Background: an optimization exercise with open tools, aiming at small area. Do not read the settings as production practice. Function was checked by simulation only, so behaviour that the tests miss may differ from the original. Power figures rest on the tool's default switching activity, not on a simulated workload.

Setup of v6:
==> flow/design.v (excerpt) <==
module bmd_display_engine (
    input  wire        clk,
    input  wire        aresetn,
    input  wire        init_done,
    input  wire [31:0] fb_start_address,
    output wire [31:0] m_axi_araddr,
    output wire [7:0]  m_axi_arlen,
    output wire        m_axi_arvalid,
    input  wire        m_axi_arready,
    input  wire [63:0] m_axi_rdata,
    input  wire        m_axi_rlast,
    input  wire        m_axi_rvalid,
    output wire        m_axi_rready,
    output wire [7:0]  red,
    output wire [7:0]  green,
    output wire [7:0]  blue,
    output wire        hsyncx,
    output wire        vsyncx,
    output wire        display_enable
);
    reg  [9:0]  g, vf;
    reg         pre;         
    reg         arvalid, busy;
    reg  [11:0] alo;
    reg         acy;
    reg  [23:0] rgb;
    reg  [767:0] sr;         
    wire g_end  = (g == 10'd799);
    wire vf_act = (vf < 10'd480);
    wire g_lo   = (g < 10'd33);              
    wire in_b   = g[9] & (g[8:5] == 4'd0);   
    wire top    = ~g[9] & vf_act;            
    wire de_g   = (g >= 10'd32) & (g < 10'd672);
    wire de     = de_g & vf_act;             
    wire dir    = g[9] & ~in_b;              
    wire [23:0] pix = g[0] ? m_axi_rdata[55:32] : m_axi_rdata[23:0];
    wire rready    = ((top | (dir & de)) & g[0]);
    wire rlast_acc = m_axi_rvalid & rready & m_axi_rlast;
    wire fstart    = (vf == 10'd493) & (g == 10'd0);    
    wire last      = (vf == 10'd479) & g[9];
    wire issue     = (rlast_acc & ~last) | fstart | (pre & init_done & ~busy);
    always @(posedge clk) begin
        if (!aresetn) begin
            g <= 10'd785;
            vf <= 10'd523;
  ...
clock: 10.0 ns
lec_check: 0
cap_margin: 20
core_margin: 2
core_utilization: 72
slew_margin: 20
synth_memory_max_bits: 16384
standard.sh (not shown) runs the stock make flow with config.mk's settings and CLKGATE_MAP_FILE= SYNTH_SCRIPT=/design/flow/synth_recipe.tcl, a recipe that flattens the netlist after the stock synthesis.
==> flow/flow/run.sh <==
#!/bin/bash
# Layout: the standard flow (standard.sh) with these changes:
#  - after the standard synthesis, its combinational cells are re-mapped for
#    area by Yosys/ABC (flow/reopt.ys); every flip-flop keeps its name and cell
#  - ports are buffered with buf_1 instead of the default buffer cell
#  - clock tree: no dummy loads, clkbuf_8 with larger sink clusters
# Each tool's output goes to a log file in this folder (ORFS's own logs are
# under orfs/logs).
set -euo pipefail
export BUFFER_PORTS_ARGS="-buffer_cell sky130_fd_sc_hd__buf_1"
export CTS_ARGS="-sink_clustering_enable -repair_clock_nets -dont_use_dummy_load -buf_list sky130_fd_sc_hd__clkbuf_8 -sink_clustering_size 22 -sink_clustering_max_diameter 60"
R=orfs/results/$FLOW_PLATFORM/bmd_display_engine/base
LIB=$FLOW_HOME/platforms/$FLOW_PLATFORM/lib/sky130_fd_sc_hd__tt_025C_1v80.lib
bash standard.sh synth > make_synth.log 2>&1
cp $R/1_2_yosys.v std_synth.v
sed -e "s#@LIB@#$LIB#g" -e "s#@IN@#std_synth.v#" -e "s#@OUT@#reopt.v#" \
    -e "s#@TOP@#$FLOW_TOP#" -e "s#@STAT@#reopt_stat.txt#" flow/reopt.ys > reopt.ys
yosys -s reopt.ys > yosys_reopt.log 2>&1
# the flip-flops must be the standard synthesis's, by name and cell
grep -E '^ *sky130_fd_sc_hd__[a-z]*df[a-z0-9_]* ' std_synth.v | sort > ff_std.txt
grep -E '^ *sky130_fd_sc_hd__[a-z]*df[a-z0-9_]* ' reopt.v | sort > ff_reopt.txt
cmp ff_std.txt ff_reopt.txt
cp reopt.v $R/1_2_yosys.v
bash standard.sh finish > make_finish.log 2>&1
==> flow/flow/reopt.ys <==
# Re-map the combinational cells of the standard synthesis for area.
# Registers (all flip-flop cells) are kept as they are, with their names.
read_liberty -ignore_miss_func @LIB@
read_verilog @IN@
hierarchy -top @TOP@
setattr -mod -set keep_hierarchy 1 sky130_fd_sc_hd__*df* sky130_fd_sc_hd__*dl*
flatten
# names of the flattened cells' pins would alias the ports
rename -hide w:*.*
opt_clean
abc -liberty @LIB@ -dont_use sky130_fd_sc_hd__lpflow_* -dont_use sky130_fd_sc_hd__probe* -script +strash;dc2;dch,-f;amap;topo
splitnets
opt_clean -purge
hilomap -singleton -hicell sky130_fd_sc_hd__conb_1 HI -locell sky130_fd_sc_hd__conb_1 LO
insbuf -buf sky130_fd_sc_hd__buf_4 A X
tee -o @STAT@ stat -liberty @LIB@
delete sky130_fd_sc_hd__*
write_verilog -noattr -nohex -nodec @OUT@
v6 ended with every stage complete and zero timing, DRC or antenna violations.
[inputs] v7 vs v6
--- a/flow/flow/run.sh
+++ b/flow/flow/run.sh
@@ -10,3 +10,3 @@
 export BUFFER_PORTS_ARGS="-buffer_cell sky130_fd_sc_hd__buf_1"
-export CTS_ARGS="-sink_clustering_enable -repair_clock_nets -dont_use_dummy_load -buf_list sky130_fd_sc_hd__clkbuf_8 -sink_clustering_size 22 -sink_clustering_max_diameter 60"
+export CTS_ARGS="-sink_clustering_enable -repair_clock_nets -dont_use_dummy_load -buf_list {sky130_fd_sc_hd__clkbuf_4 sky130_fd_sc_hd__clkbuf_8} -sink_clustering_size 14 -sink_clustering_max_diameter 45"
 R=orfs/results/$FLOW_PLATFORM/bmd_display_engine/base
--- a/flow/config.mk
+++ b/flow/config.mk
@@ -9,3 +9,3 @@
 export CORE_MARGIN = 2
-export CORE_UTILIZATION = 72
+export CORE_UTILIZATION = 65
 export SLEW_MARGIN = 20
Looking at number of inserted filler cells in the final layout, v7 sits 44% above v6.
Relative contribution of the clock network to total power was lower in v6 than in v7.
v7 vs. v6: time the final worst path needs with I/O delays and setup lost 0.064 ns, signed area change from the synthesized netlist to the final layout climbed 2.3 points, met3 usage increased by 0.62 points relative to the old numbers, maximum number of pins on one net before global-route repair lower.

-- static timing again, ports no longer ideal --
How much do the figures lean on ideal ports? The routed layouts below were timed once more, with nothing changed but the port constraints. Step 1, drivers: a clkbuf_16 drives clk and a buf_2 each remaining input, both assumed. Step 2, shift: input delay + t, output delay - t, t = (earliest + latest rising clock arrival at the registers) / 2. This alone moves slack from input paths to output paths. Slacks: ideal / step 1 / step 2; pairs: ideal / step 1.
run | t, ns | slack for setup (ns) | latest minus earliest clock arrival (ns)
v6 | 0.584 | 4.496 / 4.474 / 4.474 | 0.090 / 0.090
v7 | 0.592 | 4.560 / 4.537 / 4.537 | 0.062 / 0.062
After both steps every run listed still meets setup and hold. The setup slack of v7, which loses most, moves by -0.023 ns with the drivers and by -0.023 ns with both steps.
